From an optimization exercise on the open Yosys and OpenROAD flow, aimed at small area, a short achievable clock period and few clock cycles; shortcuts taken in it are not production practice.
Only simulation tests tie the RTL to the original design; equivalence was not proved.
Power figures rest on the tool's default switching activity, not on a simulated workload.

`flow/config.mk`:
```
export PLATFORM = sky130hd
export DESIGN_NAME = tqvp_CORDIC
export DESIGN_NICKNAME = tqvp_CORDIC
export VERILOG_FILES = /design/flow/design.v
export SDC_FILE = /design/flow/constraint.sdc
export NUM_CORES = 4
export LEC_CHECK = 0
export ABC_AREA = 1
export CAP_MARGIN = 20
export CORE_MARGIN = 2
export CORE_UTILIZATION = 60
export CTS_BUF_LIST = sky130_fd_sc_hd__clkbuf_8
export CTS_CLUSTER_SIZE = 30
export SETUP_SLACK_MARGIN = 5
export SLEW_MARGIN = 20
export TNS_END_PERCENT = 100
```
`flow/flow/run.sh`:
```
#!/bin/bash
set -euo pipefail
bash standard.sh SETUP_SLACK_MARGIN=6 finish > flow_make.log 2>&1
```
`flow/standard.sh`:
```
#!/bin/bash
# synth_recipe.tcl (not shown) runs the flow's synth.tcl, then flattens the netlist and writes it again
# the make line also repeats each setting of config.mk as NAME=value (left out here)
make -C /OpenROAD-flow-scripts/flow DESIGN_CONFIG=/design/flow/config.mk WORK_HOME=/design/flow/orfs CLKGATE_MAP_FILE= SYNTH_SCRIPT=/design/flow/synth_recipe.tcl "${@:-finish}"
```
`flow/constraint.sdc`:
```
create_clock -name core_clock -period 12.0 [get_ports {clk}]
set_input_delay 2.4000 -clock core_clock [delete_from_list [all_inputs] [get_ports {clk}]]
set_output_delay 2.4000 -clock core_clock [all_outputs]
set_load 0.01 [all_outputs]
```
`flow/design.v`:
```
module CORDIC_angles_ROM_comb (
    input  wire [3:0]  which_angle,
    input  wire        hyp,
    input  wire        lin,
    input  wire [3:0]  e,
    input  wire        a_en,
    output wire [15:0] angle_out
);
    wire [3:0]  i = which_angle;
    wire [15:0] tbl =
        (i == 4'd0) ? 16'b0011001001000100 :                                    
        (i == 4'd1) ? (hyp ? 16'b0010001100101000 : 16'b0001110110101100) :     
        (i == 4'd2) ? (hyp ? 16'b0001000001011001 : 16'b0000111110101110) :     
        (i == 4'd3) ? (hyp ? 16'b0000100000001011 : 16'b0000011111110101) :     
                      (hyp ? 16'b0000010000000001 : 16'b0000001111111111);      
    wire [3:0]  p   = lin ? e : (4'd14 - i);
    wire        en  = lin ? a_en : 1'b1;
    wire [15:0] dec = en ? (16'd1 << p) : 16'd0;
    assign angle_out = (!lin && i < 4'd5) ? tbl : dec;
endmodule
module CORDIC_iteration (
    input  [15:0] x, y, z,
    input  [15:0] x_s, y_s,
    input  [15:0] delta_z,
    input         sigma,      
    input         hyp,
    output [15:0] next_x, next_y, next_z
);
    wire sub_x = sigma ^ hyp;
    bk_add16 ax (.a(x), .b(y_s ^ {16{sub_x}}),  .ci(sub_x),  .s(next_x));
    bk_add16 ay (.a(y), .b(x_s ^ {16{~sigma}}), .ci(~sigma), .s(next_y));
    bk_add16 az (.a(z), .b(delta_z ^ {16{sigma}}), .ci(sigma), .s(next_z));
endmodule
module bk_add16 (
    input  [15:0] a, b,
    input         ci,
    output [15:0] s
);
    wire [15:0] p = a ^ b;
    wire [15:0] g0 = a & b;
    wire [15:0] g = {g0[15:1], g0[0] | (p[0] & ci)};
    wire g10 = g[1] | p[1] & g[0],     p10 = p[1] & p[0];
    wire g32 = g[3] | p[3] & g[2],     p32 = p[3] & p[2];
    wire g54 = g[5] | p[5] & g[4],     p54 = p[5] & p[4];
    wire g76 = g[7] | p[7] & g[6],     p76 = p[7] & p[6];
    wire g98 = g[9] | p[9] & g[8],     p98 = p[9] & p[8];
    wire gba = g[11] | p[11] & g[10],  pba = p[11] & p[10];
    wire gdc = g[13] | p[13] & g[12],  pdc = p[13] & p[12];
    wire g30 = g32 | p32 & g10,        p30 = p32 & p10;
    wire g74 = g76 | p76 & g54,        p74 = p76 & p54;
    wire gb8 = gba | pba & g98,        pb8 = pba & p98;
    wire g70 = g74 | p74 & g30;
    wire [14:0] c;
    assign c[0]  = g[0];
    assign c[1]  = g10;
    assign c[3]  = g30;
    assign c[7]  = g70;
    assign c[11] = gb8 | pb8 & c[7];
    assign c[5]  = g54 | p54 & c[3];
    assign c[9]  = g98 | p98 & c[7];
    assign c[13] = gdc | pdc & c[11];
    assign c[2]  = g[2] | p[2] & c[1];
    assign c[4]  = g[4] | p[4] & c[3];
    assign c[6]  = g[6] | p[6] & c[5];
    assign c[8]  = g[8] | p[8] & c[7];
    assign c[10] = g[10] | p[10] & c[9];
    assign c[12] = g[12] | p[12] & c[11];
    assign c[14] = g[14] | p[14] & c[13];
    assign s = p ^ {c, ci};
endmodule
module CORDIC (
    input             clk,
    input             rst_n,
    input             start,
    input      [1:0]  mode_in,
    input             rot_in,
    input      [4:0]  s,
    input      [15:0] A,
    input      [15:0] B,
    input             a_wr,      
    input             b_wr,      
    input      [15:0] AB_next,   
    output     [15:0] out1,
    output     [15:0] out2,
    output     [1:0]  status,
    output            zero_out,
    output reg        done
);
    localparam signed [15:0] K_INV_Q = 16'sd9949;
    localparam signed [15:0] K_HYP   = 16'b0100110101001000;
    reg  [1:0] mode;
    reg        rot;
    reg        busy, fin;
    reg  [3:0] cnt;
    reg  [3:0] k;
    reg  signed [15:0] x, y, z;
    wire lin  = (mode == 2'b01);
    wire hyp  = (mode == 2'b10);
    wire circ = (mode == 2'b00);
    reg        rep;
    wire [3:0] sh = cnt;
    function [3:0] msb_abs;
        input [15:0] v;
        reg [15:0] u, c;
        reg t;
        integer i;
        begin
            u = v ^ {16{v[15]}};
            t = v[15];
            for (i = 0; i < 16; i = i + 1) begin
                c[i] = u[i] | t;
                t = t & u[i];
            end
            msb_abs = 4'd0;
            for (i = 0; i < 16; i = i + 1)
                if (c[i]) msb_abs = i[3:0];
        end
    endfunction
    reg  [3:0] msb_a, msb_b;
    wire [3:0] msb_w = msb_abs(AB_next);
    always @(posedge clk) begin
        if (!rst_n) begin
            msb_a <= 4'd0;
            msb_b <= 4'd0;
        end else begin
            if (a_wr) msb_a <= msb_w;
            if (b_wr) msb_b <= msb_w;
        end
    end
    wire [5:0] k_d   = {2'b0, msb_b} - (rot_in ? {1'b0, s} : {2'b0, msb_a});
    wire [3:0] k_new = k_d[5] ? 4'd0 : k_d[3:0];
    reg pre;
    function [15:0] rev16;
        input [15:0] v;
        integer i;
        begin
            for (i = 0; i < 16; i = i + 1) rev16[i] = v[15 - i];
        end
    endfunction
    wire signed [15:0] x_s = x >>> sh;
    wire        [15:0] ysh_in = busy ? y : rev16(y);
    wire        [31:0] ysh_ext = {{16{busy & y[15]}}, ysh_in} >> cnt;
    wire        [15:0] y_s = ysh_ext[15:0];
    wire [15:0] dz;
    wire [3:0] kk  = rot ? 4'd0 : k;
    wire [5:0] e   = {1'b0, s} + {2'b0, kk} - {2'b0, sh};
    wire        a_en = ({1'b0, sh} <= s) && (e < 6'd16);
    CORDIC_angles_ROM_comb angles_rom (
        .which_angle(sh), .hyp(hyp), .lin(lin), .e(e[3:0]), .a_en(a_en),
        .angle_out(dz)
    );
    wire iter  = busy & ~pre;
    wire [15:0] x_sg = x_s & {16{iter}};
    wire [15:0] y_sg = y_s & {16{iter & ~lin}};     
    wire [15:0] dz_g = dz & {16{iter}};
    wire sigma = rot ? ~z[15] : y[15];
    wire [15:0] nx, ny, nz;
    CORDIC_iteration iter_stage (
        .x(x), .y(y), .z(z), .x_s(x_sg), .y_s(y_sg), .delta_z(dz_g),
        .sigma(sigma), .hyp(hyp),
        .next_x(nx), .next_y(ny), .next_z(nz)
    );
    wire last = ~pre & (cnt == 4'd11);
    always @(posedge clk) begin
        if (!rst_n) begin
            busy <= 1'b0;
            fin  <= 1'b0;
            done <= 1'b0;
        end else begin
            done <= busy & last;
            if (start) begin
                busy <= 1'b1;
                fin  <= 1'b0;
            end else if (busy & last) begin
                busy <= 1'b0;
                fin  <= 1'b1;
            end
        end
    end
    always @(posedge clk) begin
        if (start) begin
            mode <= mode_in;
            rot  <= rot_in;
            k    <= k_new;
            cnt  <= (mode_in == 2'b01) ? k_new :
                    (mode_in == 2'b10) ? 4'd1 : 4'd0;
            pre  <= (mode_in == 2'b01);
            rep  <= 1'b0;
        end else if (busy) begin
            if (pre) begin
                pre <= 1'b0;
                cnt <= 4'd0;
            end else begin
                if (last)
                    cnt <= k;
                else if (hyp && cnt == 4'd4 && !rep)
                    rep <= 1'b1;
                else
                    cnt <= cnt + 4'd1;
            end
        end
    end
    always @(posedge clk) begin
        if (start) begin
            x <= (rot_in && mode_in != 2'b01) ?
                     ((mode_in == 2'b10) ? K_HYP : K_INV_Q) : A;
            y <= (rot_in && mode_in != 2'b01) ? 16'd0 : B;
            z <= rot_in ? A : 16'd0;
        end else if (busy & pre) begin
            x <= nx;
            y <= rot ? 16'd0 : y_s;
            z <= rot ? y_s : nz;
        end else begin
            x <= nx;
            y <= ny;
            z <= nz;
        end
    end
    assign out1   = lin ? (rot ? rev16(y_s) : z) : x;
    assign out2   = (rot ^ lin) ? y : z;
    assign status = {fin, busy};
    assign zero_out = (mode == 2'b11);
endmodule
`default_nettype none
module tqvp_CORDIC (
    input         clk,
    input         rst_n,
    input  [7:0]  ui_in,
    output [7:0]  uo_out,
    input [5:0]   address,
    input [31:0]  data_in,
    input [1:0]   data_write_n,
    input [1:0]   data_read_n,
    output [31:0] data_out,
    output        data_ready,
    output        user_interrupt
);
    reg  [15:0] A, B;
    reg  [4:0]  shift;
    wire [15:0] out1, out2;
    wire [1:0]  status;
    wire        done;
    wire        zero_out;    
    wire wr    = (data_write_n != 2'b11);
    wire wr_hi = (data_write_n[1] != data_write_n[0]);
    wire start = wr && (address == 6'h0) && data_in[0];
    wire a_wr  = wr && (address == 6'h1);
    wire b_wr  = wr && (address == 6'h2);
    wire [15:0] AB_next = {wr_hi ? data_in[15:8] : (address[1] ? B[15:8] : A[15:8]),
                           data_in[7:0]};
    always @(posedge clk) begin
        if (!rst_n) begin
            A     <= 16'd0;
            B     <= 16'd0;
            shift <= 5'd11;
        end else begin
            if (a_wr)                     A       <= AB_next;
            if (b_wr)                     B       <= AB_next;
            if (address == 6'h3 && wr)    shift   <= data_in[4:0];
        end
    end
    CORDIC cordic_module (
        .clk(clk), .rst_n(rst_n),
        .start(start), .mode_in(data_in[2:1]), .rot_in(data_in[3]),
        .s(shift), .A(A), .B(B), .a_wr(a_wr), .b_wr(b_wr), .AB_next(AB_next),
        .out1(out1), .out2(out2), .status(status), .zero_out(zero_out), .done(done)
    );
    wire hi0   = (address[5:3] == 3'b000);
    wire sel0  = hi0 & (address[2:0] == 3'b000);
    wire sel45 = hi0 & (address[2:1] == 2'b10) & ~zero_out;
    wire sel6  = hi0 & (address[2:0] == 3'b110);
    wire [15:0] out12 = address[0] ? out2 : out1;
    assign data_out = ({32{sel0}} & 32'hbadcaffe) |
                      {16'b0, {16{sel45}} & out12} |
                      {30'b0, {2{sel6}} & status};
    assign data_ready     = 1'b1;
    assign user_interrupt = done;
    assign uo_out         = {6'b0, status};
    wire _unused = &{data_read_n, ui_in, data_in[31:16], 1'b0};
endmodule
```
==> key figures, run 1 <==
Final layout
  – Fin area: 11,900 um2
  – Share of cells above drive strength 1: 0.109
  – Layout Area Growth over Synthesis: 14.4%
  – Layout Cells excl Fill: approximately 1.8k
  – Nets: 1,743
  – Ant diodes: 0
  – Final Core Density: 0.695

Synth
  – Synth area leader: dfxtp_1
  – Ys flop type: dfxtp_1
  – Count leader, synth: nand2_1
  – Synth Area per Inst: 6.71 um2
  – Distinct cells, synth: 54
  – Post-synthesis adder-cell area fraction: 0.133
  – Post-Synth XOR/XNOR Area: 0.0706
  – Asr flop ratio synth: 0
  – Compound-Gate Fraction of Synth Area: 0.248
  – Syn Inst Count: 1,551
  – Synth area leaders: dfxtp_1, nand2_1, o21ai_0, ha_1, inv_1
  – Number of synthesized register bits: 109
  – Synth warnings: 2
  – Sequential area share after synthesis: 0.221
  – Synth Area in Simple Gates: 0.201
  – Synth top area share: 0.187
  – Mux contribution to synthesized area: 0.00674
  – Largest family of logic cells by synthesized area: compound AO/OA/AOI/OAI gates
  – Post-synth EDFFs: 12
  – Top cells by count, synth: nand2_1, o21ai_0, inv_1
  – Mapped Area: 10,400 um2

Place
  – Gpl congestion: 1.04
  – Port buffer count: 54
  – DP Cell Count: around 1.8k
  – Post-Place Cell Area: 11,000 um2
  – Setup WS pre-CTS: approximately 4.5 ns
  – Post-DP HPWL: 28,800 um

STA
  – Setup violators final: 0
  – Slew HR: 0.305
  – Clock skew: 0.00946 ns
  – Post-layout min period: approximately 6.1 ns
  – Final setup margin: 5.89 ns
  – Final Cycle Share: 0.509
  – Worst Hold Slack: ~0.5 ns
  – Slew @ Worst Pin: 1.04 ns
  – Sum of negative setup slack: 0 ns
  – Max Clk Rate: about 160 MHz
  – Final Slew Violations: 0
  – Final hold violation count: 0
  – RSZ-0062 raised after global routing: yes

Worst setup path
  – CP Max Fanout: 4
  – CP Data Required Time: 9.60 ns
  – CP arrival: 3.71 ns
  – Critical Path Start Type: input pin
  – Crit end category: output pin
  – Reg2reg setup slack: 6.21 ns
  – Crit Path Category: in2out
  – R2R cell count: 29

Global routing
  – Initial antenna violation count: 0
  – Grt met1 use: 0.551
  – Busiest grt layer: met2
  – GR Layer Usage met3: 0.0748
  – Global-route wire length before repair: 58,200 um
  – Vias in the first global route: 10.2k
  – Largest net degree at the start of global routing: 42
  – Grt ovf: 0
  – Met2 Use GR: 0.648
  – Global Route Usage Sum: 0.425

Drt
  – DRC errors left: 0
  – Via count: 11.3k
  – Post-DR wirelength/cell: 21.6 um
  – First-pass iteration count of the detailed router: 6
  – Routed WL: 39,500 um
  – First-iteration detailed-routing DRC count: around 1.4k
  – Vias per cell: 6.17
  – Routed Antenna Nets: 0

Worst hold path
  – Hold crit path type: reg2reg
  – Worst hold stages: 2

Outcome
  – Status: finished clean

Clock tree
  – CTS buffer count: 9
  – CTS clk-pin slew, worst paths: 0.11 ns
  – Clk sinks: 109
  – Clk buf depth: 2
  – CTS tree: yes
  – Clock latency (worst-skew pair): 0.42 ns
  – H-tree depth: 3
  – Root buffer cell: clkbuf_8
  – Hold Buf Count CTS: 0

Power
  – Pwr dens: 198 nW/um2
  – Static Leak: 5.49 nW
  – Total power: 2.36 mW
  – Maximum vdd drop: 0.000173 V

Floorplanning
  – Initial core utilization: 0.608
  – Ports placed on the boundary: 94
  – Die span in x: 136 um
  – Core Rows: 48
  – Die area: 18,400 um2
  – Core area: 17,100 um2
  – Chip Height: 136 um

Job
  – Max-Cap Viols: 0
-- worst max-delay path: stages --
cell,delay [ns]
buf_6,0.09
nor2_4,0.09
inv_2,0.05
nor2_4,0.12
inv_2,0.07
nor2_4,0.09
inv_2,0.06
nor3_4,0.16
buf_6,0.16
clkinv_8,0.07
buf_8,0.14
o21ai_2,0.05
buf_2,0.14
-- placed cells by master, fill, tap and decap left out, types with 29 or more instances in the layout --
| cell | Yosys | layout |
|---|---|---|
| nand3_1 | 51 | 51 |
| nand2_1 | 327 | 316 |
| buf_6 | 1 | 29 |
| ha_1 | 64 | 64 |
| dfxtp_1 | 97 | 97 |
| fa_1 | 29 | 29 |
| o21ai_0 | 229 | 218 |
| inv_1 | 199 | 194 |
| nor2_1 | 94 | 88 |
| o211ai_1 | 30 | 30 |
| buf_4 | 25 | 44 |
| xor2_1 | 74 | 74 |
| a21oi_1 | 92 | 88 |
-- timing repair --
item                       CTS  global route
pin swaps                   10            12
gates cloned                 4             1
gates resized for setup    170            70
setup buffers               23            16
setup endpoints to repair   33            34
-- flip-flops by register name, summed over array words and instances (netlist names) --
register / flops
cordic_module.msb_b: 4
cordic_module.rep: 1
cordic_module.done: 1
cordic_module.y: 16
shift: 5
cordic_module.pre: 1
cordic_module.x: 16
cordic_module.busy: 1
cordic_module.k: 4
cordic_module.mode: 2
B: 16
A: 16
cordic_module.msb_a: 4
cordic_module.rot: 1
cordic_module.cnt: 4
cordic_module.z: 16
cordic_module.fin: 1
-- path summary, 6_finish.rpt --
kind / from / to
max: address[4] / data_out[7]
min: A[0] / cordic_module.z[0]
max reg2reg: cordic_module.cnt[1] / cordic_module.z[15]
min reg2reg: A[0] / cordic_module.z[0]
-- layout make-up --
class	count	area, um2
tap	225	282
clock inverter	7	120
sequential	109	2300
multi-input combinational	1153	7100
inverter	209	825
fill	1475	5220
timing repair inverter	2	12.5
timing repair buffer	114	1130
clock buffer	9	124
-- power by group --
group | switching (mW) | internal [mW] | leakage (nW)
clock | 0.143 | 0.140 | 0.126
sequential | 0.145 | 0.478 | 0.911
combinational | 0.833 | 0.620 | 4.46
total | 1.12 | 1.24 | 5.49
-- per-layer routing --
metal	vias up	routed length, um
met5	-	0
li1	5200	-
met2	760	17200
met3	187	4490
met4	0	2920
met1	5127	14800
-- cell families (layout without fill, tap and decap cells) --
logic type	count (synthesis)	count (layout)
AO/OA/AOI/OAI	452	452
XOR/XNOR	83	83
adder cells (fa/ha/maj)	93	93
buffers and inverters	300	341
flip-flops	109	109
multiplexers	7	7
other	2	13
AND/OR/NAND/NOR	505	505
Testbench counts, summed over its fixed seeds: cycles 29,352.
==> run 2: changes to the inputs <==
--- a/flow/config.mk
+++ b/flow/config.mk
@@ -9,8 +9,6 @@
 export CAP_MARGIN = 20
 export CORE_MARGIN = 2
 export CORE_UTILIZATION = 60
-export CTS_BUF_LIST = sky130_fd_sc_hd__clkbuf_8
-export CTS_CLUSTER_SIZE = 30
 export SETUP_SLACK_MARGIN = 5
 export SLEW_MARGIN = 20
 export TNS_END_PERCENT = 100
==> key figures, run 2 <==
Synth
  – Mapped Area: 10,400 um2 (unchanged)
  – Synth area leaders: dfxtp_1, nand2_1, o21ai_0, ha_1, inv_1 (unchanged)
  – Distinct cells, synth: 54 (unchanged)
  – Syn Inst Count: 1,551 (unchanged)
  – Count leader, synth: nand2_1 (unchanged)
  – Sequential area share after synthesis: 0.221 (unchanged)
  – Synth area leader: dfxtp_1 (unchanged)
  – Ys flop type: dfxtp_1 (unchanged)
  – Top cells by count, synth: nand2_1, o21ai_0, inv_1 (unchanged)
  – Number of synthesized register bits: 109 (unchanged)
  – Asr flop ratio synth: 0 (unchanged)
  – Synth Area per Inst: 6.71 um2 (unchanged)
  – Post-synth EDFFs: 12 (unchanged)
  – Synth warnings: 2 (unchanged)
  – Synth top area share: 0.187 (unchanged)

Worst setup path
  – CP Max Fanout: 13 (was 4)
  – Delay of the slowest critical-path stage: 0.29 ns (was 0.16 ns)
  – RR Endpoint: cordic_module.z[15] (unchanged)
  – Critical Path Start Type: input pin (unchanged)
  – R2R cell count: 32 (was 29)
  – Crit-path cells: clkbuf_4 > bufbuf_16 > a221oi_1 > o21ai_0 > o211ai_1 > nand2_1 > buf_2 (was buf_6 > nor2_4 > inv_2 > nor2_4 > inv_2 > nor2_4 > inv_2 > nor3_4 > buf_6 > clkinv_8 > buf_8 > o21ai_2 > buf_2)
  – CP Data Required Time: 9.60 ns (about the same)
  – FF-to-FF Start: cordic_module.rot (was cordic_module.cnt[1])
  – Crit end category: output pin (unchanged)
  – Crit Path Category: in2out (unchanged)
  – Reg2reg setup slack: 6.38 ns (was 6.21 ns)
  – Crit-path slowest cell: bufbuf_16 (was nor3_4)
  – CP arrival: 3.63 ns (was 3.71 ns)

Clock tree
  – Root buffer cell: clkbuf_16 (was clkbuf_8)
  – H-tree depth: 3 (unchanged)
  – Clk sinks: 109 (unchanged)
  – CTS tree: yes (unchanged)
  – Clk buf depth: 2 (unchanged)
  – CTS buffer count: 9 (unchanged)
  – Clock latency (worst-skew pair): 0.37 ns (was 0.42 ns)
  – CTS clk-pin slew, worst paths: 0.08 ns (was 0.11 ns)
  – Hold Buf Count CTS: 0 (unchanged)

Drt
  – DRC errors left: 0 (unchanged)
  – Routed WL: 39,200 um (was 39,500 um)
  – First-pass iteration count of the detailed router: 5 (was 6)
  – Post-DR wirelength/cell: 21.5 um (was 21.6 um)
  – First-iteration detailed-routing DRC count: 1,554 (was 1,357)
  – Vias per cell: 6.15 (was 6.17)
  – Routed Antenna Nets: 0 (unchanged)
  – Via count: 11.2k (was 11.3k)

Worst hold path
  – Hold crit path type: reg2reg (unchanged)
  – Worst hold stages: 1 (was 2)
  – Hold Path Origin: B[0] (was A[0])
  – WHS Endpoint: cordic_module.y[0] (was cordic_module.z[0])

Floorplanning
  – Die span in x: 136 um (unchanged)
  – Ports placed on the boundary: 94 (unchanged)
  – Chip Height: 136 um (unchanged)
  – Die area: 18,400 um2 (unchanged)
  – Initial core utilization: 0.608 (unchanged)
  – Core Rows: 48 (unchanged)
  – Core area: 17,100 um2 (unchanged)

Final layout
  – Most frequent cells in the layout: nand2_1, o21ai_0, inv_1 (unchanged)
  – Fillers: 1,478 (was 1,475)
  – Layout Area Growth over Synthesis: 14.3% (was 14.4%)
  – Share of cells above drive strength 1: 0.103 (was 0.109)
  – Layout Cells excl Fill: 1,820 (was 1,828)
  – Ant diodes: 0 (unchanged)
  – Commonest non-fill, non-tap cell in the layout: nand2_1 (unchanged)
  – Fin area: 11,900 um2 (about the same)
  – Nets: 1,735 (was 1,743)
  – Final Core Density: 0.695 (about the same)

Global routing
  – Largest net degree at the start of global routing: 42 (unchanged)
  – Vias in the first global route: 10.2k (about the same)
  – Grt ovf: 0 (unchanged)
  – Global Route Usage Sum: 0.425 (about the same)
  – Initial antenna violation count: 0 (unchanged)
  – Global-route wire length before repair: 58,300 um (was 58,200 um)

Power
  – Total power: 2.42 mW (was 2.36 mW)
  – Static Leak: 5.48 nW (was 5.49 nW)
  – Maximum vdd drop: 0.000176 V (was 0.000173 V)
  – Pwr dens: 204 nW/um2 (was 198 nW/um2)

STA
  – Post-layout min period: 6.03 ns (was 6.11 ns)
  – Clock skew: 0.00935 ns (was 0.00946 ns)
  – Final Slew Violations: 0 (unchanged)
  – Final Cycle Share: 0.503 (was 0.509)
  – Max Clk Rate: 166 MHz (was 164 MHz)
  – Setup violators final: 0 (unchanged)
  – Slew @ Worst Pin: 1.04 ns (about the same)
  – Worst Hold Slack: 0.489 ns (was 0.509 ns)
  – Final hold violation count: 0 (unchanged)
  – Final setup margin: 5.97 ns (was 5.89 ns)
  – Slew HR: 0.303 (was 0.305)
  – RSZ-0062 raised after global routing: yes (unchanged)
  – Sum of negative setup slack: 0 ns (unchanged)

Job
  – Max-Cap Viols: 0 (unchanged)

Place
  – Post-Place Cell Area: 11,000 um2 (unchanged)
  – DP Cell Count: 1,768 (unchanged)
  – Port buffer count: 54 (unchanged)
  – Gpl congestion: 1.04 (unchanged)
  – Setup WS pre-CTS: 4.50 ns (unchanged)
  – Post-DP HPWL: 28,800 um (unchanged)

Outcome
  – Status: finished clean (unchanged)
run 2: cell counts after synthesis:
Identical to the previous run, type by type.
run 2: how the worst max path moves through the flow:
stage | start | cells past startpoint | endpoint | slack [ns]
after floorplan | address[4] | 10 | data_out[10] | 5.99
after global placement | address[1] | 7 | data_out[7] | 4.52
after detailed placement | address[1] | 7 | data_out[7] | 4.50
after CTS | address[5] | 13 | data_out[7] | 5.86
after global routing | cordic_module.rot | 36 | cordic_module.z[15] | 5.84
final | address[0] | 7 | data_out[1] | 5.97
run 2: repair_timing:
action | CTS | global route
cloned | 4 | 1
pin swaps | 10 | 10
endpoints found under the setup margin | 33 | 34
gates resized for setup | 170 | 59
buffers inserted | 20 | 11
run 2: layout make-up:
type	count	area, um2	area share
clock buffer	10	229	0.0193
clock inverter	6	116	0.00978
inverter	209	822	0.0691
multi-input combinational	1153	7080	0.596
sequential	109	2300	0.194
tap	225	282	0.0237
timing repair buffer	106	1050	0.0879
timing repair inverter	2	12.5	0.00105
run 2: logic make-up (layout without fill, tap and decap cells):
group | Yosys count | in the layout | synth area share
adder cells (fa/ha/maj) | 93 | 93 | 0.133
flip-flops | 109 | 109 | 0.221
AND/OR/NAND/NOR | 505 | 505 | 0.201
AO/OA/AOI/OAI | 452 | 452 | 0.248
buffers and inverters | 300 | 333 | 0.119
XOR/XNOR | 83 | 83 | 0.0706
multiplexers | 7 | 7 | 0.00674
other | 2 | 13 | 0.000722
run 2: where the power goes:
part           internal, mW  switching [mW]
sequential            0.478           0.142
clock                 0.207           0.151
combinational         0.616           0.828
total                  1.30            1.12
run 2: metal layers:
metal | global-route usage | vias to the layer above | share of wire
met5 | 0 | - | 0
met2 | 0.641 | 719 | 0.43
met1 | 0.555 | 5117 | 0.38
li1 | - | 5186 | -
met4 | 0.286 | 0 | 0.077
met3 | 0.0737 | 175 | 0.11
run 2: worst max-delay path: cells and delay by family:
family	cells	cell delay, ns
buffers and inverters	3	0.60
AO/OA/AOI/OAI	3	0.49
AND/OR/NAND/NOR	1	0.13
==> run 3: changes to the inputs <==
--- a/flow/config.mk
+++ b/flow/config.mk
@@ -11,4 +11,4 @@
 export CORE_UTILIZATION = 60
 export SETUP_SLACK_MARGIN = 5
 export SLEW_MARGIN = 20
-export TNS_END_PERCENT = 100
+export TNS_END_PERCENT = 0
==> key figures, run 3 <==
Outcome
  – Status: finished clean (unchanged)

Drt
  – Vias per cell: 6.17 (was 6.15)
  – Routed WL: 39,000 um (was 39,200 um)
  – DRC errors left: 0 (unchanged)
  – First-iteration detailed-routing DRC count: 1,411 (was 1,554)
  – Via count: 11.2k (about the same)
  – Post-DR wirelength/cell: 21.5 um (about the same)
  – M1 WL: 14,800 um (about the same)
  – First-pass iteration count of the detailed router: 6 (was 5)
  – Top routing layer used: met4 (unchanged)
  – Metal3 WL: 4380 um (was 4390 um)
  – Routed Antenna Nets: 0 (unchanged)
  – WL met2: 17,000 um (was 16,900 um)

Global routing
  – Initial antenna violation count: 0 (unchanged)
  – Largest net degree at the start of global routing: 42 (unchanged)
  – Global Route Usage Sum: 0.423 (was 0.425)
  – Grt ovf: 0 (unchanged)
  – Vias in the first global route: 10.3k (was 10.2k)
  – Global-route wire length before repair: 58,100 um (was 58,300 um)

Power
  – Static Leak: 5.40 nW (was 5.48 nW)
  – Maximum vdd drop: 0.000176 V (about the same)
  – Total power: 2.42 mW (about the same)
  – Pwr dens: 209 nW/um2 (was 204 nW/um2)

STA
  – Slew @ Worst Pin: 1.07 ns (was 1.04 ns)
  – Final Cycle Share: 0.511 (was 0.503)
  – Post-layout min period: 6.13 ns (was 6.03 ns)
  – Final Slew Violations: 0 (unchanged)
  – Clock skew: 0.00923 ns (was 0.00935 ns)
  – Sum of negative setup slack: 0 ns (unchanged)
  – Final hold violation count: 0 (unchanged)
  – Slew HR: 0.288 (was 0.303)
  – Max Clk Rate: 163 MHz (was 166 MHz)
  – RSZ-0062 raised after global routing: yes (unchanged)
  – Setup violators final: 0 (unchanged)

Synth
  – Post-synth EDFFs: 12 (unchanged)
  – Synth top area share: 0.187 (unchanged)
  – Synth warnings: 2 (unchanged)
  – Number of synthesized register bits: 109 (unchanged)
  – Ys flop type: dfxtp_1 (unchanged)
  – Sequential area share after synthesis: 0.221 (unchanged)
  – Synth area leaders: dfxtp_1, nand2_1, o21ai_0, ha_1, inv_1 (unchanged)
  – Synth Area per Inst: 6.71 um2 (unchanged)
  – Asr flop ratio synth: 0 (unchanged)
  – Distinct cells, synth: 54 (unchanged)
  – Synth area leader: dfxtp_1 (unchanged)
  – Syn Inst Count: 1,551 (unchanged)
  – Mapped Area: 10,400 um2 (unchanged)
  – Count leader, synth: nand2_1 (unchanged)
  – Top cells by count, synth: nand2_1, o21ai_0, inv_1 (unchanged)

Worst setup path
  – Critical Path Start Type: input pin (unchanged)
  – Crit-path cells: buf_6 > nor2_2 > inv_1 > nor2_4 > inv_2 > nor2_4 > inv_2 > nor3_4 > buf_4 > buf_6 > a21oi_2 > nand2_1 > buf_2 (was clkbuf_4 > bufbuf_16 > a221oi_1 > o21ai_0 > o211ai_1 > nand2_1 > buf_2)
  – CP Data Required Time: 9.60 ns (about the same)
  – Crit end category: output pin (unchanged)
  – CP arrival: 3.73 ns (was 3.63 ns)
  – CP Max Fanout: 2 (was 13)
  – FF-to-FF Start: cordic_module.cnt[1] (was cordic_module.rot)
  – Crit-path slowest cell: nor3_4 (was bufbuf_16)
  – Crit Path Category: in2out (unchanged)
  – Critical Path Source: address[5] (was address[0])
  – Delay of the slowest critical-path stage: 0.22 ns (was 0.29 ns)

Place
  – DP Cell Count: 1,768 (unchanged)
  – Gpl congestion: 1.04 (unchanged)
  – Post-DP HPWL: 28,800 um (unchanged)
  – Port buffer count: 54 (unchanged)

Floorplanning
  – Die span in x: 136 um (unchanged)
  – Chip Height: 136 um (unchanged)
  – Ports placed on the boundary: 94 (unchanged)
  – Die area: 18,400 um2 (unchanged)
  – Core Rows: 48 (unchanged)
  – Initial core utilization: 0.608 (unchanged)
  – Core area: 17,100 um2 (unchanged)

Clock tree
  – Clk buf depth: 2 (unchanged)
  – CTS clk-pin slew, worst paths: 0.08 ns (about the same)
  – H-tree depth: 3 (unchanged)
  – CTS tree: yes (unchanged)
  – Clk sinks: 109 (unchanged)
  – CTS buffer count: 9 (unchanged)
  – Root buffer cell: clkbuf_16 (unchanged)
  – Clock latency (worst-skew pair): 0.37 ns (about the same)

Final layout
  – Share of cells above drive strength 1: 0.0893 (was 0.103)
  – Layout Area Growth over Synthesis: 11.4% (was 14.3%)
  – Layout Cells excl Fill: 1,816 (was 1,820)
  – Most frequent cells in the layout: nand2_1, o21ai_0, inv_1 (unchanged)
  – Commonest non-fill, non-tap cell in the layout: nand2_1 (unchanged)
  – Nets: 1,730 (was 1,735)
  – Fillers: 1,545 (was 1,478)

Worst hold path
  – Hold crit path type: reg2reg (unchanged)
  – Hold Path Origin: A[0] (was B[0])

Job
  – Max-Cap Viols: 0 (unchanged)
run 3: cell types whose count changed in the layout (fill, tap and decap cells not counted), moves of 2 or more:
cell | previous run | this run
buf_8 | 2 | 0
nand2_4 | 11 | 2
nand2_1 | 316 | 325
buf_2 | 7 | 20
buf_6 | 27 | 3
clkdlybuf4s15_1 | 0 | 4
clkbuf_2 | 1 | 5
clkdlybuf4s15_2 | 0 | 2
o21ai_2 | 7 | 4
o21ai_0 | 220 | 223
run 3: area by class of cell:
cell class / instances / area, um2 / share of cell area
timing repair inverter: 2 / 12.5 / 0.00108
sequential: 109 / 2300 / 0.199
clock buffer: 10 / 229 / 0.0198
clock inverter: 6 / 116 / 0.0100
timing repair buffer: 101 / 841 / 0.0725
tap: 225 / 282 / 0.0243
antenna: 1 / 2.50 / 0.000216
inverter: 209 / 812 / 0.0701
multi-input combinational: 1153 / 6990 / 0.603
run 3: worst paths after layout:
path	endpoint	slack, ns	depth (start not counted)
setup / recovery	data_out[1]	5.87	13
hold / removal	cordic_module.z[0]	0.50	2
setup reg to reg	cordic_module.z[15]	6.26	33
hold reg to reg	cordic_module.z[0]	0.50	2
run 3: per-layer routing:
layer	up-vias	GRT usage
li1	5173	-
met4	0	0.266
met3	164	0.0643
met1	5130	0.557
met2	729	0.650
met5	-	0
run 3: cells by family after synthesis:
family | Yosys count | share of synthesized area
muxes | 7 | 0.00674
other | 2 | 0.000722
AOI/OAI and AO/OA | 452 | 0.248
adders and majority gates | 93 | 0.133
and+or+nand+nor | 505 | 0.201
buffers and inverters | 300 | 0.119
DFF | 109 | 0.221
xor gates and xnor gates | 83 | 0.0706
run 3: stage by stage:
| stage | setup slack [ns] | utilization | hold slack (ns) | area, um2 |
|---|---|---|---|---|
| after detailed placement | 4.50 | 0.640 | 0.464 | 11000 |
| after CTS | 5.85 | 0.671 | 0.484 | 11500 |
| after global placement | 4.52 | 0.640 | 0.460 | 11000 |
| after global routing | 5.82 | 0.677 | 0.506 | 11600 |
| final | 5.87 | 0.677 | 0.498 | 11600 |
| after floorplan | 5.99 | - | 0.423 | 10500 |
run 3: critical path: cells and delay by family:
kind	cells	cell delay, ns
AO/OA/AOI/OAI	1	0.03
buffers and inverters	7	0.69
AND/OR/NAND/NOR	5	0.60
run 3: where the power goes:
group	switching, mW	internal [mW]
Sequential	0.141	0.478
Combinational	0.830	0.613
Clock	0.150	0.207
run 3: repair_timing:
item	4_1_cts	5_1_grt
cloned	3	0
pin swaps	7	6
hold buffers	0	0
buffers inserted	18	10
gates resized for setup	126	29
endpoints found under the setup margin	33	35
==> run 4: changes to the inputs <==
--- a/flow/config.mk
+++ b/flow/config.mk
@@ -8,7 +8,7 @@
 export ABC_AREA = 1
 export CAP_MARGIN = 20
 export CORE_MARGIN = 2
-export CORE_UTILIZATION = 60
+export CORE_UTILIZATION = 66
 export SETUP_SLACK_MARGIN = 5
 export SLEW_MARGIN = 20
-export TNS_END_PERCENT = 0
+export TNS_END_PERCENT = 100
==> key figures, run 4 <==
Worst hold path
  – Worst hold stages: 1 (was 2)
  – Hold crit path type: reg2reg (unchanged)

Synth
  – Synth Area per Inst: 6.71 um2 (unchanged)
  – Syn Inst Count: 1,551 (unchanged)
  – Asr flop ratio synth: 0 (unchanged)
  – Sequential area share after synthesis: 0.221 (unchanged)
  – Post-synth EDFFs: 12 (unchanged)
  – Synth area leader: dfxtp_1 (unchanged)
  – Distinct cells, synth: 54 (unchanged)
  – Synth area leaders: dfxtp_1, nand2_1, o21ai_0, ha_1, inv_1 (unchanged)
  – Count leader, synth: nand2_1 (unchanged)
  – Synth top area share: 0.187 (unchanged)
  – Synth warnings: 2 (unchanged)
  – Top cells by count, synth: nand2_1, o21ai_0, inv_1 (unchanged)
  – Ys flop type: dfxtp_1 (unchanged)
  – Mapped Area: 10,400 um2 (unchanged)
  – Number of synthesized register bits: 109 (unchanged)

STA
  – RSZ-0062 raised after global routing: yes (unchanged)
  – Slew HR: 0.367 (was 0.288)
  – Setup violators final: 0 (unchanged)
  – Max Clk Rate: 165 MHz (was 163 MHz)
  – Final setup margin: 5.94 ns (was 5.87 ns)
  – Worst Hold Slack: 0.488 ns (was 0.498 ns)
  – Slew @ Worst Pin: 0.940 ns (was 1.07 ns)
  – Final Cycle Share: 0.505 (was 0.511)
  – Final hold violation count: 0 (unchanged)
  – Clock skew: 0.00522 ns (was 0.00923 ns)
  – Final Slew Violations: 0 (unchanged)
  – Post-layout min period: 6.06 ns (was 6.13 ns)
  – Sum of negative setup slack: 0 ns (unchanged)

Outcome
  – Status: finished clean (unchanged)

Worst setup path
  – Critical Path Start Type: input pin (unchanged)
  – Reg2reg setup slack: 6.42 ns (was 6.26 ns)
  – Crit end category: output pin (unchanged)
  – CP Data Required Time: 9.60 ns (about the same)
  – CP arrival: 3.66 ns (was 3.73 ns)
  – Crit Path Category: in2out (unchanged)
  – CP Max Fanout: 12 (was 2)
  – R2R cell count: 34 (was 33)

Drt
  – Routed WL: 36,700 um (was 39,000 um)
  – Vias per cell: 6.26 (was 6.17)
  – WL met2: 15,700 um (was 17,000 um)
  – Top routing layer used: met4 (unchanged)
  – First-iteration detailed-routing DRC count: 1,595 (was 1,411)
  – Via count: 11.2k (about the same)
  – Post-DR wirelength/cell: 20.4 um (was 21.5 um)
  – M1 WL: 13,900 um (was 14,800 um)
  – First-pass iteration count of the detailed router: 6 (unchanged)
  – Metal3 WL: 5180 um (was 4380 um)
  – DRC errors left: 0 (unchanged)
  – Routed Antenna Nets: 0 (unchanged)

Floorplanning
  – Initial core utilization: 0.679 (was 0.608)
  – Ports placed on the boundary: 94 (unchanged)
  – Die area: 16,800 um2 (was 18,400 um2)
  – Core area: 15,300 um2 (was 17,100 um2)
  – Die span in x: 130 um (was 136 um)
  – Core Rows: 45 (was 48)
  – Chip Height: 130 um (was 136 um)

Job
  – Max-Cap Viols: 0 (unchanged)

Final layout
  – Ant diodes: 0 (was 1)
  – Layout Cells excl Fill: 1,796 (was 1,816)
  – Nets: 1,725 (was 1,730)
  – Register area: 2300 um2 (unchanged)
  – Share of cells above drive strength 1: 0.0890 (was 0.0893)
  – Fillers: 1,249 (was 1,545)
  – Layout Area Growth over Synthesis: 11.5% (was 11.4%)
  – Most frequent cells in the layout: nand2_1, o21ai_0, inv_1 (unchanged)
  – Multi-input logic area: 7010 um2 (was 6990 um2)
  – Commonest non-fill, non-tap cell in the layout: nand2_1 (unchanged)

Global routing
  – Grt ovf: 0 (unchanged)
  – Largest net degree at the start of global routing: 44 (was 42)
  – Vias in the first global route: 10.1k (was 10.3k)
  – Global Route Usage Sum: 0.435 (was 0.423)
  – Initial antenna violation count: 1 (was 0)
  – Global-route wire length before repair: 54,800 um (was 58,100 um)

Place
  – Port buffer count: 54 (unchanged)
  – Setup WS pre-CTS: 4.33 ns (was 4.50 ns)
  – DP Cell Count: 1,749 (was 1,768)
  – Gpl congestion: 1.09 (was 1.04)
  – Post-DP HPWL: 27,100 um (was 28,800 um)

Clock tree
  – H-tree depth: 3 (unchanged)
  – Clk buf depth: 2 (unchanged)
  – Hold Buf Count CTS: 0 (unchanged)
  – Clock latency (worst-skew pair): 0.37 ns (about the same)
  – CTS buffer count: 9 (unchanged)
  – CTS tree: yes (unchanged)
  – Root buffer cell: clkbuf_16 (unchanged)
  – Clk sinks: 109 (unchanged)
  – CTS clk-pin slew, worst paths: 0.08 ns (about the same)

Power
  – Maximum vdd drop: 0.000118 V (was 0.000176 V)
  – Static Leak: 5.38 nW (was 5.40 nW)
  – Pwr dens: 204 nW/um2 (was 209 nW/um2)
  – Total power: 2.37 mW (was 2.42 mW)
[run 4: cell count changes in the layout (fill, tap and decap cells not counted), moves of 3 or more]
cell             before  now
clkdlybuf4s15_1       4    1
buf_4                41   30
buf_6                 3   19
clkinv_8              0    3
inv_6                 3    0
clkbuf_2              5    0
bufinv_16             3    0
buf_2                20   17
[run 4: logic make-up (layout without fill, tap and decap cells)]
family | after synthesis | after routing | synth area share
simple gates | 505 | 505 | 0.201
compound gates | 452 | 452 | 0.248
other cells | 2 | 13 | 0.000722
flops | 109 | 109 | 0.221
buf+inv | 300 | 323 | 0.119
fa+ha+maj | 93 | 93 | 0.133
xor+xnor | 83 | 83 | 0.0706
mux | 7 | 7 | 0.00674
[run 4: layout make-up]
class	count	share of cell area
Clock buffer	9	0.0194
Inverter	209	0.0706
Multi-Input combinational cell	1153	0.605
Clock inverter	7	0.00831
Sequential cell	109	0.199
Tap cell	211	0.0228
Timing Repair Buffer	96	0.0747
Timing Repair inverter	2	0.00108
[run 4: metal layers]
metal | GRT usage | vias to the layer above
li1 | - | 5176
met1 | 0.557 | 5136
met2 | 0.650 | 770
met3 | 0.152 | 164
met4 | 0.228 | 0
met5 | 0 | -
[run 4: power breakdown]
part / leakage (nW) / internal (mW) / switching, mW
Sequential: 0.911 / 0.478 / 0.121
Clock: 0.156 / 0.154 / 0.170
Combinational: 4.32 / 0.617 / 0.827
Total: 5.38 / 1.25 / 1.12
[run 4: repair_timing]
| item | in CTS | in global routing |
|---|---|---|
| gates cloned | 2 | 1 |
| pin swaps | 5 | 10 |
| resized for setup | 147 | 45 |
| endpoints found under the setup margin | 35 | 34 |
| buffers inserted | 15 | 12 |
[run 4: worst paths after layout]
kind | startpoint | end
worst max-delay path | address[3] | data_out[1]
worst min-delay path | B[4] | cordic_module.y[4]
worst max register to register | cordic_module.cnt[0] | cordic_module.z[15]
worst min register to register | B[4] | cordic_module.y[4]
[run 4: worst max-delay path, stage by stage]
cell             delay [ns]
clkdlybuf4s15_1        0.20
nor2_4                 0.13
buf_4                  0.12
nand4_1                0.10
buf_6                  0.17
clkinv_8               0.08
o211ai_1               0.17
nand2_1                0.15
buf_2                  0.14
[run 4: stage by stage]
stage                     area (um2)   util
after floorplan                10500      -
after global placement         10900  0.712
after detailed placement       10900  0.712
after CTS                      11300  0.739
after global routing           11600  0.757
final                          11600  0.757
==> run 5: changes to the inputs <==
--- a/flow/config.mk
+++ b/flow/config.mk
@@ -5,10 +5,10 @@
 export SDC_FILE = /design/flow/constraint.sdc
 export NUM_CORES = 4
 export LEC_CHECK = 0
-export ABC_AREA = 1
+export ABC_AREA = 0
 export CAP_MARGIN = 20
 export CORE_MARGIN = 2
 export CORE_UTILIZATION = 66
 export SETUP_SLACK_MARGIN = 5
 export SLEW_MARGIN = 20
-export TNS_END_PERCENT = 100
+export TNS_END_PERCENT = 0
==> key figures, run 5 <==
Final layout
  – Layout Area Growth over Synthesis: 11.5% (about the same)
  – Layout Cells excl Fill: 1,693 (was 1,796)
  – Share of cells above drive strength 1: 0.162 (was 0.0890)
  – Most frequent cells in the layout: nand2_1, a21oi_1, nor2_1 (was nand2_1, o21ai_0, inv_1)
  – Nets: 1,607 (was 1,725)
  – Commonest non-fill, non-tap cell in the layout: nand2_1 (unchanged)

Place
  – Port buffer count: 54 (unchanged)
  – Gpl congestion: 0.989 (was 1.09)
  – Post-DP HPWL: 28,500 um (was 27,100 um)
  – DP Cell Count: 1,637 (was 1,749)
  – Setup WS pre-CTS: 3.93 ns (was 4.33 ns)

Worst setup path
  – Crit-path leading delay family: buffers and inverters (unchanged)
  – CP Data Required Time: 9.60 ns (about the same)
  – Crit Path Category: in2out (unchanged)
  – CP Max Fanout: 11 (was 12)
  – Crit-path cells: buf_4 > nor4_4 > buf_6 > buf_4 > nand2_4 > clkinvlp_4 > or3_4 > clkdlybuf4s15_2 (was clkdlybuf4s15_1 > nor2_4 > buf_4 > nand4_1 > buf_6 > clkinv_8 > o211ai_1 > nand2_1 > buf_2)
  – Critical Path Start Type: input pin (unchanged)
  – Reg2reg setup slack: 5.83 ns (was 6.42 ns)
  – Delay of the slowest critical-path stage: 0.44 ns (was 0.20 ns)
  – Crit end category: output pin (unchanged)
  – Worst Path Buf+Inv: 5 (unchanged)
  – CP arrival: 3.85 ns (was 3.66 ns)
  – Most common cell on crit path: buf_4
  – Crit-path slowest cell: or3_4 (was clkdlybuf4s15_1)

Floorplanning
  – Ports placed on the boundary: 94 (unchanged)
  – Die span in x: 136 um (was 130 um)
  – Chip Height: 136 um (was 130 um)
  – Die area: 18,600 um2 (was 16,800 um2)
  – Core area: 17,200 um2 (was 15,300 um2)
  – Core Rows: 48 (was 45)
  – Initial core utilization: 0.673 (was 0.679)

STA
  – RSZ-0062 raised after global routing: yes (unchanged)
  – Slew HR: 0.350 (was 0.367)
  – Setup violators final: 0 (unchanged)
  – Sum of negative setup slack: 0 ns (unchanged)
  – Max Clk Rate: 160 MHz (was 165 MHz)
  – Final Cycle Share: 0.521 (was 0.505)
  – Final Slew Violations: 0 (unchanged)
  – Slew @ Worst Pin: 0.971 ns (was 0.940 ns)
  – Post-layout min period: 6.25 ns (was 6.06 ns)
  – Worst Hold Slack: 0.459 ns (was 0.488 ns)
  – Final setup margin: 5.75 ns (was 5.94 ns)
  – Clock skew: 0.00733 ns (was 0.00522 ns)
  – Final hold violation count: 0 (unchanged)

Synth
  – Number of synthesized register bits: 109 (unchanged)
  – Distinct cells, synth: 96 (was 54)
  – Syn Inst Count: 1,450 (was 1,551)
  – Synth area leader: dfxtp_1 (unchanged)
  – Synth top area share: 0.168 (was 0.187)
  – Synth Area per Inst: 7.97 um2 (was 6.71 um2)
  – Top cells by count, synth: nand2_1, a21oi_1, nor2_1 (was nand2_1, o21ai_0, inv_1)
  – Synth warnings: 2 (unchanged)
  – Sequential area share after synthesis: 0.199 (was 0.221)
  – Post-synth EDFFs: 12 (unchanged)
  – Asr flop ratio synth: 0 (unchanged)
  – Synth area leaders: dfxtp_1, ha_1, a21oi_1, nand2_1, mux4_2 (was dfxtp_1, nand2_1, o21ai_0, ha_1, inv_1)
  – Ys flop type: dfxtp_1 (unchanged)
  – Mapped Area: 11,600 um2 (was 10,400 um2)
  – Count leader, synth: nand2_1 (unchanged)

Drt
  – Routed Antenna Nets: 0 (unchanged)
  – Post-DR wirelength/cell: 23.7 um (was 20.4 um)
  – First-pass iteration count of the detailed router: 7 (was 6)
  – DRC errors left: 0 (unchanged)
  – First-iteration detailed-routing DRC count: 1,711 (was 1,595)
  – Vias per cell: 6.93 (was 6.26)
  – Routed WL: 40,200 um (was 36,700 um)
  – Via count: 11.7k (was 11.2k)

Outcome
  – Status: finished clean (unchanged)

Global routing
  – Largest net degree at the start of global routing: 60 (was 44)
  – Global-route wire length before repair: 60,000 um (was 54,800 um)
  – Global Route Usage Sum: 0.426 (was 0.435)
  – Initial antenna violation count: 0 (was 1)
  – Grt ovf: 0 (unchanged)
  – Vias in the first global route: 10.6k (was 10.1k)

Power
  – Pwr dens: 193 nW/um2 (was 204 nW/um2)
  – Psw: 1.13 mW (was 1.12 mW)
  – Static Leak: 5.10 nW (was 5.38 nW)
  – Pint: 1.36 mW (was 1.25 mW)
  – Maximum vdd drop: 0.000157 V (was 0.000118 V)
  – Combinational share of power: 0.622 (was 0.610)
  – Clock share of power: 0.120 (was 0.137)
  – Sequential share of power: 0.257 (was 0.253)
  – Switching Share: 0.453 (was 0.472)

Clock tree
  – Hold Buf Count CTS: 0 (unchanged)
  – Root buffer cell: clkbuf_16 (unchanged)
  – Clk sinks: 109 (unchanged)
  – CTS buffer count: 9 (unchanged)
  – CTS clk-pin slew, worst paths: 0.08 ns (about the same)
  – Clock latency (worst-skew pair): 0.37 ns (about the same)
  – CTS tree: yes (unchanged)
  – Clk buf depth: 2 (unchanged)
  – H-tree depth: 3 (unchanged)

Worst hold path
  – Hold crit path type: reg2reg (unchanged)

Job
  – Max-Cap Viols: 0 (unchanged)
-- run 5: cell count changes after synthesis, sizes merged, moves of 51 or more --
cell,change
nand2,-151
inv,-141
o21ai,-117
a21oi,+60
xor2,-59
xnor2,+51
-- run 5: per-stage QoR --
step / utilization / cell area [um2] / total power, mW
after floorplan: - / 11600 / 1.71
after global placement: 0.695 / 11900 / 2.03
after detailed placement: 0.695 / 11900 / 2.07
after CTS: 0.730 / 12500 / 2.38
after global routing: 0.750 / 12900 / 2.66
final: 0.750 / 12900 / 2.49
-- run 5: per-layer routing --
metal  wire, um  GRT usage
met1      15500      0.582
met2      17300      0.641
met3       5220      0.101
met4       2180      0.192
met5          0          0
-- run 5: cells by family (layout without fill, tap and decap cells) --
family	after synthesis	count (layout)	share of synthesized area
and+or+nand+nor	454	455	0.180
muxes	96	96	0.123
DFF	109	109	0.199
adders and majority gates	93	93	0.120
xor gates and xnor gates	75	75	0.0575
AOI/OAI and AO/OA	431	431	0.240
other	2	14	0.000650
buffers and inverters	190	195	0.0805
-- run 5: cell type report --
class,count,area (um2)
timing repair buffer,111,976
sequential,109,2300
fill,1352,4300
antenna,1,2.50
clock inverter,5,32.5
clock buffer,11,253
timing repair inverter,1,5.00
multi-input combinational,1163,8770
inverter,67,259
tap,225,282
-- run 5: what timing repair did --
action / CTS / global route
resized for setup: 149 / 44
setup buffers: 21 / 15
endpoints found under the setup margin: 34 / 29
pin swaps: 13 / 29
gates cloned: 3 / 0
-- run 5: worst paths after layout --
check	from	end	depth (start not counted)
setup / recovery	address[1]	data_out[4]	8
hold / removal	B[3]	B[3]	2
setup reg to reg	cordic_module.rot	cordic_module.z[15]	25
hold reg to reg	B[3]	B[3]	2
-- run 5: power by group through the flow --
stage / Clock (mW) / Sequential, mW / Combinational (mW)
6_report: 0.299 / 0.640 / 1.55
4_1_cts: 0.295 / 0.627 / 1.46
2_1_floorplan: 0 / 0.555 / 1.15
3_3_place_gp: 0 / 0.631 / 1.40
5_1_grt: 0.310 / 0.640 / 1.71
3_5_place_dp: 0 / 0.636 / 1.43
-- run 5: worst min-delay path, stage by stage, from the launching register on --
cell     delay [ns]
dfxtp_1        0.31
nand2_1        0.05
a21oi_1        0.05
==> run 6: changes to the inputs <==
--- a/flow/config.mk
+++ b/flow/config.mk
@@ -5,7 +5,7 @@
 export SDC_FILE = /design/flow/constraint.sdc
 export NUM_CORES = 4
 export LEC_CHECK = 0
-export ABC_AREA = 0
+export ABC_AREA = 1
 export CAP_MARGIN = 20
 export CORE_MARGIN = 2
 export CORE_UTILIZATION = 66
==> key figures, run 6 <==
Outcome
  – Status: finished clean (unchanged)

Drt
  – Routed Antenna Nets: 0 (unchanged)
  – First-iteration detailed-routing DRC count: 1,686 (was 1,711)
  – Via count: 11.2k (was 11.7k)
  – DRC errors left: 0 (unchanged)
  – Routed WL: 36,200 um (was 40,200 um)
  – Post-DR wirelength/cell: 20.2 um (was 23.7 um)
  – First-pass iteration count of the detailed router: 9 (was 7)
  – Vias per cell: 6.27 (was 6.93)

Worst setup path
  – Crit-path cells: buf_2 > nor2_4 > inv_1 > nor2_2 > buf_4 > nand4_1 > buf_6 > clkinv_8 > o211ai_1 > nand2_1 > buf_2 (was buf_4 > nor4_4 > buf_6 > buf_4 > nand2_4 > clkinvlp_4 > or3_4 > clkdlybuf4s15_2)
  – CP arrival: 3.71 ns (was 3.85 ns)
  – Crit-path leading delay family: buffers and inverters (unchanged)
  – Critical Path Start Type: input pin (unchanged)
  – CP Data Required Time: 9.60 ns (about the same)
  – Crit-path slowest cell: buf_6 (was or3_4)
  – Delay of the slowest critical-path stage: 0.17 ns (was 0.44 ns)
  – CP Max Fanout: 12 (was 11)
  – Crit Path Category: in2out (unchanged)
  – Most common cell on crit path: buf_2 (was buf_4)
  – Worst Path Buf+Inv: 6 (was 5)
  – Crit end category: output pin (unchanged)

Global routing
  – Initial antenna violation count: 1 (was 0)
  – Global Route Usage Sum: 0.433 (was 0.426)
  – Grt ovf: 0 (unchanged)
  – Largest net degree at the start of global routing: 44 (was 60)
  – Global-route wire length before repair: 54,800 um (was 60,000 um)
  – Vias in the first global route: 10.1k (was 10.6k)

Floorplanning
  – Chip Height: 130 um (was 136 um)
  – Die span in x: 130 um (was 136 um)
  – Core Rows: 45 (was 48)
  – Ports placed on the boundary: 94 (unchanged)
  – Core area: 15,300 um2 (was 17,200 um2)
  – Initial core utilization: 0.679 (was 0.673)
  – Die area: 16,800 um2 (was 18,600 um2)

Final layout
  – Layout Area Growth over Synthesis: 10.3% (was 11.5%)
  – Fin area: 11,500 um2 (was 12,900 um2)
  – Most frequent cells in the layout: nand2_1, o21ai_0, inv_1 (was nand2_1, a21oi_1, nor2_1)
  – Share of cells above drive strength 1: 0.0803 (was 0.162)
  – Layout Cells excl Fill: 1,792 (was 1,693)
  – Ant diodes: 0 (was 1)
  – Commonest non-fill, non-tap cell in the layout: nand2_1 (unchanged)
  – Nets: 1,721 (was 1,607)

Clock tree
  – Clock latency (worst-skew pair): 0.37 ns (about the same)
  – H-tree depth: 3 (unchanged)
  – Root buffer cell: clkbuf_16 (unchanged)
  – CTS buffer count: 9 (unchanged)
  – CTS clk-pin slew, worst paths: 0.08 ns (about the same)
  – Hold Buf Count CTS: 0 (unchanged)
  – CTS tree: yes (unchanged)
  – Clk buf depth: 2 (unchanged)
  – Clk sinks: 109 (unchanged)

Place
  – Post-Place Cell Area: 10,900 um2 (was 11,900 um2)
  – Post-DP HPWL: 27,100 um (was 28,500 um)
  – Gpl congestion: 1.09 (was 0.989)
  – Port buffer count: 54 (unchanged)
  – DP Cell Count: 1,749 (was 1,637)

STA
  – Slew HR: 0.410 (was 0.350)
  – Setup violators final: 0 (unchanged)
  – RSZ-0062 raised after global routing: yes (unchanged)
  – Final Slew Violations: 0 (unchanged)
  – Max Clk Rate: 164 MHz (was 160 MHz)
  – Sum of negative setup slack: 0 ns (unchanged)
  – Slew @ Worst Pin: 0.875 ns (was 0.971 ns)
  – Post-layout min period: 6.11 ns (was 6.25 ns)
  – Clock skew: 0.00691 ns (was 0.00733 ns)
  – Final Cycle Share: 0.509 (was 0.521)
  – Final hold violation count: 0 (unchanged)
  – Worst Hold Slack: 0.495 ns (was 0.459 ns)

Power
  – Combinational share of power: 0.608 (was 0.622)
  – Psw: 1.11 mW (was 1.13 mW)
  – Switching Share: 0.470 (was 0.453)
  – Static Leak: 5.33 nW (was 5.10 nW)
  – Maximum vdd drop: 0.000115 V (was 0.000157 V)
  – Sequential share of power: 0.254 (was 0.257)
  – Pwr dens: 205 nW/um2 (was 193 nW/um2)
  – Pint: 1.25 mW (was 1.36 mW)
  – Clock share of power: 0.137 (was 0.120)

Synth
  – Top cells by count, synth: nand2_1, o21ai_0, inv_1 (was nand2_1, a21oi_1, nor2_1)
  – Synth area leaders: dfxtp_1, nand2_1, o21ai_0, ha_1, inv_1 (was dfxtp_1, ha_1, a21oi_1, nand2_1, mux4_2)
  – Number of synthesized register bits: 109 (unchanged)
  – Synth Area per Inst: 6.71 um2 (was 7.97 um2)
  – Mapped Area: 10,400 um2 (was 11,600 um2)
  – Ys flop type: dfxtp_1 (unchanged)
  – Syn Inst Count: 1,551 (was 1,450)
  – Asr flop ratio synth: 0 (unchanged)
  – Synth area leader: dfxtp_1 (unchanged)
  – Synth warnings: 2 (unchanged)
  – Post-synth EDFFs: 12 (unchanged)
  – Synth top area share: 0.187 (was 0.168)
  – Sequential area share after synthesis: 0.221 (was 0.199)
  – Distinct cells, synth: 54 (was 96)
  – Count leader, synth: nand2_1 (unchanged)

Job
  – Max-Cap Viols: 0 (unchanged)

Worst hold path
  – Hold crit path type: reg2reg (unchanged)
[run 6: changes by cell type in the layout (fill, tap and decap cells not counted), moves of 26 or more]
cell	delta
xor2_1	+58
a21oi_1	-57
mux2i_1	-42
mux4_2	-26
nand2_1	+147
o21ai_0	+141
inv_1	+135
xnor2_1	-46
[run 6: path summary, 6_finish.rpt]
path / startpoint / end / slack, ns / cells after the start
setup / recovery: address[4] / data_out[1] / 5.89 / 11
hold / removal: B[4] / cordic_module.y[4] / 0.49 / 1
setup reg to reg: cordic_module.cnt[0] / cordic_module.z[15] / 6.41 / 34
hold reg to reg: B[4] / cordic_module.y[4] / 0.49 / 1
[run 6: routing by layer]
metal / part of all wire / wire length, um / up-vias / global-route usage
li1: - / - / 5170 / -
met1: 0.39 / 14000 / 5153 / 0.565
met2: 0.43 / 15600 / 767 / 0.650
met3: 0.13 / 4720 / 151 / 0.131
met4: 0.054 / 1950 / 0 / 0.223
met5: 0 / 0 / - / 0
[run 6: worst register-to-register path: cells and delay by family, from the launching register on]
family | cells | cell delay, ns
adders and majority gates | 5 | 1.78
and+or+nand+nor | 12 | 1.15
buffers and inverters | 4 | 0.44
xor gates and xnor gates | 4 | 0.57
DFF | 1 | 0.43
AOI/OAI and AO/OA | 9 | 1.12
[run 6: kinds of logic after synthesis]
| group | synth area share |
|---|---|
| DFF | 0.221 |
| muxes | 0.00674 |
| adders and majority gates | 0.133 |
| and+or+nand+nor | 0.201 |
| other | 0.000722 |
| xor gates and xnor gates | 0.0706 |
| buffers and inverters | 0.119 |
| AOI/OAI and AO/OA | 0.248 |
[run 6: power groups by stage]
| stage | combinational (mW) | sequential [mW] | clock [mW] |
|---|---|---|---|
| after global routing | 1.60 | 0.601 | 0.335 |
| after CTS | 1.39 | 0.586 | 0.321 |
| after floorplan | 1.07 | 0.542 | 0 |
| final | 1.43 | 0.598 | 0.324 |
| after detailed placement | 1.37 | 0.595 | 0 |
| after global placement | 1.32 | 0.594 | 0 |
[run 6: cell type report]
class	instances	area [um2]
Inverter	209	816
Multi-Input combinational cell	1153	6980
Clock buffer	9	225
Clock inverter	7	96.3
Fill cell	1281	3840
Sequential cell	109	2300
Tap cell	211	264
Timing Repair Buffer	92	774
Timing Repair inverter	2	12.5
[run 6: repair_timing]
action	4_1_cts	5_1_grt
pin swaps	5	7
cloned	2	0
setup buffers	13	11
gates resized for setup	123	26
setup endpoints to repair	35	36
[run 6: stage by stage]
step	setup WS, ns	total power [mW]	utilization
after floorplan	5.99	1.61	-
after global placement	4.36	1.91	0.712
after detailed placement	4.33	1.96	0.712
after CTS	5.87	2.30	0.741
after global routing	5.85	2.53	0.749
final	5.89	2.35	0.749
==> run 7: changes to the inputs <==
==> flow/flow/run.sh (replaced) <==
#!/bin/bash
set -euo pipefail
bash standard.sh SETUP_SLACK_MARGIN=6 \
  "CTS_ARGS=-sink_clustering_enable -repair_clock_nets -dont_use_dummy_load" \
  finish > flow_make.log 2>&1
==> key figures, run 7 <==
Clock tree
  – CTS tree: yes (unchanged)
  – CTS buffer count: 9 (unchanged)
  – Root buffer cell: clkbuf_16 (unchanged)
  – Clk buf depth: 2 (unchanged)
  – CTS clk-pin slew, worst paths: 0.07 ns (was 0.08 ns)
  – Clock latency (worst-skew pair): 0.37 ns (about the same)
  – Hold Buf Count CTS: 0 (unchanged)
  – H-tree depth: 3 (unchanged)
  – Clk sinks: 109 (unchanged)

Global routing
  – Vias in the first global route: 9,997 (was 10.1k)
  – Met2 Use GR: 0.644 (was 0.650)
  – Largest net degree at the start of global routing: 44 (unchanged)
  – Grt met1 use: 0.565 (about the same)
  – Initial antenna violation count: 2 (was 1)
  – Grt ovf: 0 (unchanged)
  – Global-route wire length before repair: 54,600 um (was 54,800 um)
  – GR Layer Usage met3: 0.137 (was 0.131)
  – Global Route Usage Sum: 0.431 (was 0.433)
  – Busiest grt layer: met2 (unchanged)

Power
  – Total power: 2.29 mW (was 2.35 mW)
  – Maximum vdd drop: 0.000110 V (was 0.000115 V)
  – Pwr dens: 202 nW/um2 (was 205 nW/um2)
  – Static Leak: 5.27 nW (was 5.33 nW)

Drt
  – First-iteration detailed-routing DRC count: 1,540 (was 1,686)
  – Routed WL: 36,300 um (was 36,200 um)
  – First-pass iteration count of the detailed router: 6 (was 9)
  – Post-DR wirelength/cell: 20.3 um (was 20.2 um)
  – Via count: 11.2k (about the same)
  – Routed Antenna Nets: 0 (unchanged)
  – DRC errors left: 0 (unchanged)
  – Vias per cell: 6.27 (about the same)

Final layout
  – Layout Cells excl Fill: 1,784 (was 1,792)
  – Layout Area Growth over Synthesis: 9.14% (was 10.3%)
  – Ant diodes: 0 (unchanged)
  – Most frequent cells in the layout: nand2_1, o21ai_0, inv_1 (unchanged)
  – Final Core Density: 0.741 (was 0.749)
  – Fin area: 11,400 um2 (was 11,500 um2)
  – Fillers: 1,304 (was 1,281)
  – Commonest non-fill, non-tap cell in the layout: nand2_1 (unchanged)
  – Nets: 1,720 (was 1,721)
  – Share of cells above drive strength 1: 0.0750 (was 0.0803)

STA
  – Final setup margin: 5.82 ns (was 5.89 ns)
  – Setup violators final: 0 (unchanged)
  – Slew HR: 0.306 (was 0.410)
  – Final Cycle Share: 0.515 (was 0.509)
  – Slew @ Worst Pin: 1.04 ns (was 0.875 ns)
  – Post-layout min period: 6.18 ns (was 6.11 ns)
  – Worst Hold Slack: 0.485 ns (was 0.495 ns)
  – Final Slew Violations: 0 (unchanged)
  – Max Clk Rate: 162 MHz (was 164 MHz)
  – Clock skew: 0.0254 ns (was 0.00691 ns)
  – Sum of negative setup slack: 0 ns (unchanged)
  – RSZ-0062 raised after global routing: yes (unchanged)
  – Final hold violation count: 0 (unchanged)

Synth
  – Synth top area share: 0.187 (unchanged)
  – Top cells by count, synth: nand2_1, o21ai_0, inv_1 (unchanged)
  – Distinct cells, synth: 54 (unchanged)
  – Number of synthesized register bits: 109 (unchanged)
  – Count leader, synth: nand2_1 (unchanged)
  – Synth warnings: 2 (unchanged)
  – Post-synth EDFFs: 12 (unchanged)
  – Sequential area share after synthesis: 0.221 (unchanged)
  – Mapped Area: 10,400 um2 (unchanged)
  – Synth area leader: dfxtp_1 (unchanged)
  – Asr flop ratio synth: 0 (unchanged)
  – Ys flop type: dfxtp_1 (unchanged)
  – Synth Area per Inst: 6.71 um2 (unchanged)
  – Synth area leaders: dfxtp_1, nand2_1, o21ai_0, ha_1, inv_1 (unchanged)
  – Syn Inst Count: 1,551 (unchanged)

Floorplanning
  – Die span in x: 130 um (unchanged)
  – Die area: 16,800 um2 (unchanged)
  – Chip Height: 130 um (unchanged)
  – Core Rows: 45 (unchanged)
  – Ports placed on the boundary: 94 (unchanged)
  – Initial core utilization: 0.679 (unchanged)
  – Core area: 15,300 um2 (unchanged)

Outcome
  – Status: finished clean (unchanged)

Place
  – DP Cell Count: 1,749 (unchanged)
  – Gpl congestion: 1.09 (unchanged)
  – Post-DP HPWL: 27,100 um (unchanged)
  – Port buffer count: 54 (unchanged)
  – Post-Place Cell Area: 10,900 um2 (unchanged)
  – Setup WS pre-CTS: 4.33 ns (unchanged)

Worst setup path
  – CP Data Required Time: 9.60 ns (about the same)
  – Crit Path Category: in2out (unchanged)
  – CP arrival: 3.78 ns (was 3.71 ns)
  – Critical Path Start Type: input pin (unchanged)
  – CP Max Fanout: 12 (unchanged)
  – Reg2reg setup slack: 6.36 ns (was 6.41 ns)
  – Crit end category: output pin (unchanged)

Worst hold path
  – Hold crit path type: reg2reg (unchanged)

Job
  – Max-Cap Viols: 0 (unchanged)
==> run 7: cell types whose count changed in the layout (fill, tap and decap cells not counted), sizes merged <==
cell           delta
clkinv            -4
clkbuf            -1
clkdlybuf4s15     +1
buf               -2
dlygate4sd2       +1
inv               -3
==> run 7: cell type report <==
| cell class | instances | area [um2] | area share |
|---|---|---|---|
| clock buffer | 9 | 225 | 0.0198 |
| sequential | 109 | 2300 | 0.203 |
| timing repair buffer | 91 | 767 | 0.0676 |
| timing repair inverter | 2 | 12.5 | 0.00110 |
| multi-input combinational | 1153 | 6970 | 0.614 |
| tap | 211 | 264 | 0.0233 |
| inverter | 209 | 811 | 0.0714 |
==> run 7: worst paths after layout <==
| kind | from | endpoint | depth (start not counted) |
|---|---|---|---|
| worst min-delay path | B[4] | cordic_module.y[4] | 1 |
| worst max register to register | cordic_module.cnt[0] | cordic_module.z[15] | 34 |
| worst min register to register | B[4] | cordic_module.y[4] | 1 |
| worst max-delay path | address[3] | data_out[1] | 9 |
==> run 7: critical path: stages <==
cell           delay (ns)
dlygate4sd2_1        0.24
nor2_2               0.18
buf_4                0.14
nand4_1              0.07
buf_4                0.19
inv_8                0.10
o211ai_1             0.18
nand2_1              0.15
buf_2                0.14
==> run 7: where the power goes <==
| group | switching (mW) | leakage [nW] | internal, mW |
|---|---|---|---|
| clock | 0.131 | 0.111 | 0.133 |
| sequential | 0.120 | 0.911 | 0.478 |
| combinational | 0.816 | 4.25 | 0.614 |
==> run 7: what timing repair did <==
action                     in CTS  in global routing
pin swaps                       5                  4
resized for setup             124                 19
setup endpoints to repair      35                 36
hold endpoints to repair        0                  0
setup buffers                  13                 11
gates cloned                    2                  0
==> run 7: cells by family (layout without fill, tap and decap cells) <==
kind of cell / count (synthesis) / after routing / share of synthesized area
compound gates: 452 / 452 / 0.248
xor+xnor: 83 / 83 / 0.0706
other cells: 2 / 13 / 0.000722
simple gates: 505 / 505 / 0.201
fa+ha+maj: 93 / 93 / 0.133
buf+inv: 300 / 311 / 0.119
flops: 109 / 109 / 0.221
mux: 7 / 7 / 0.00674
==> run 7: metal layers <==
layer,part of all wire,wire length [um]
met1,0.38,13900
met2,0.42,15300
met3,0.14,4950
met4,0.058,2090
met5,0,0

==> re-timing with driven ports <==
Ports are ideal in the flow. The routed layouts listed here were re-timed in OpenROAD. Step 1: set_driving_cell puts a clkbuf_16 on clk and a buf_2 on each other input, an assumption about the parent block. Step 2 times the ports against the registers' clock, not the clock port: input delays grow and output delays shrink by t, the midpoint of the rising clock arrivals with the driver on. Three values: ideal ports, drivers, drivers and shift; two values: the first two.
| run | t, ns | setup WS [ns] |
|---|---|---|
| run 1 | 0.452 | 5.887 / 5.855 / 5.855 |
| run 2 | 0.411 | 5.969 / 5.943 / 5.943 |
| run 3 | 0.416 | 5.871 / 5.838 / 5.838 |
| run 4 | 0.408 | 5.937 / 5.911 / 5.911 |
| run 5 | 0.403 | 5.747 / 5.721 / 5.721 |
| run 6 | 0.406 | 5.894 / 5.865 / 5.865 |
| run 7 | 0.398 | 5.816 / 5.796 / 5.796 |
After both steps every run listed still meets setup and hold.
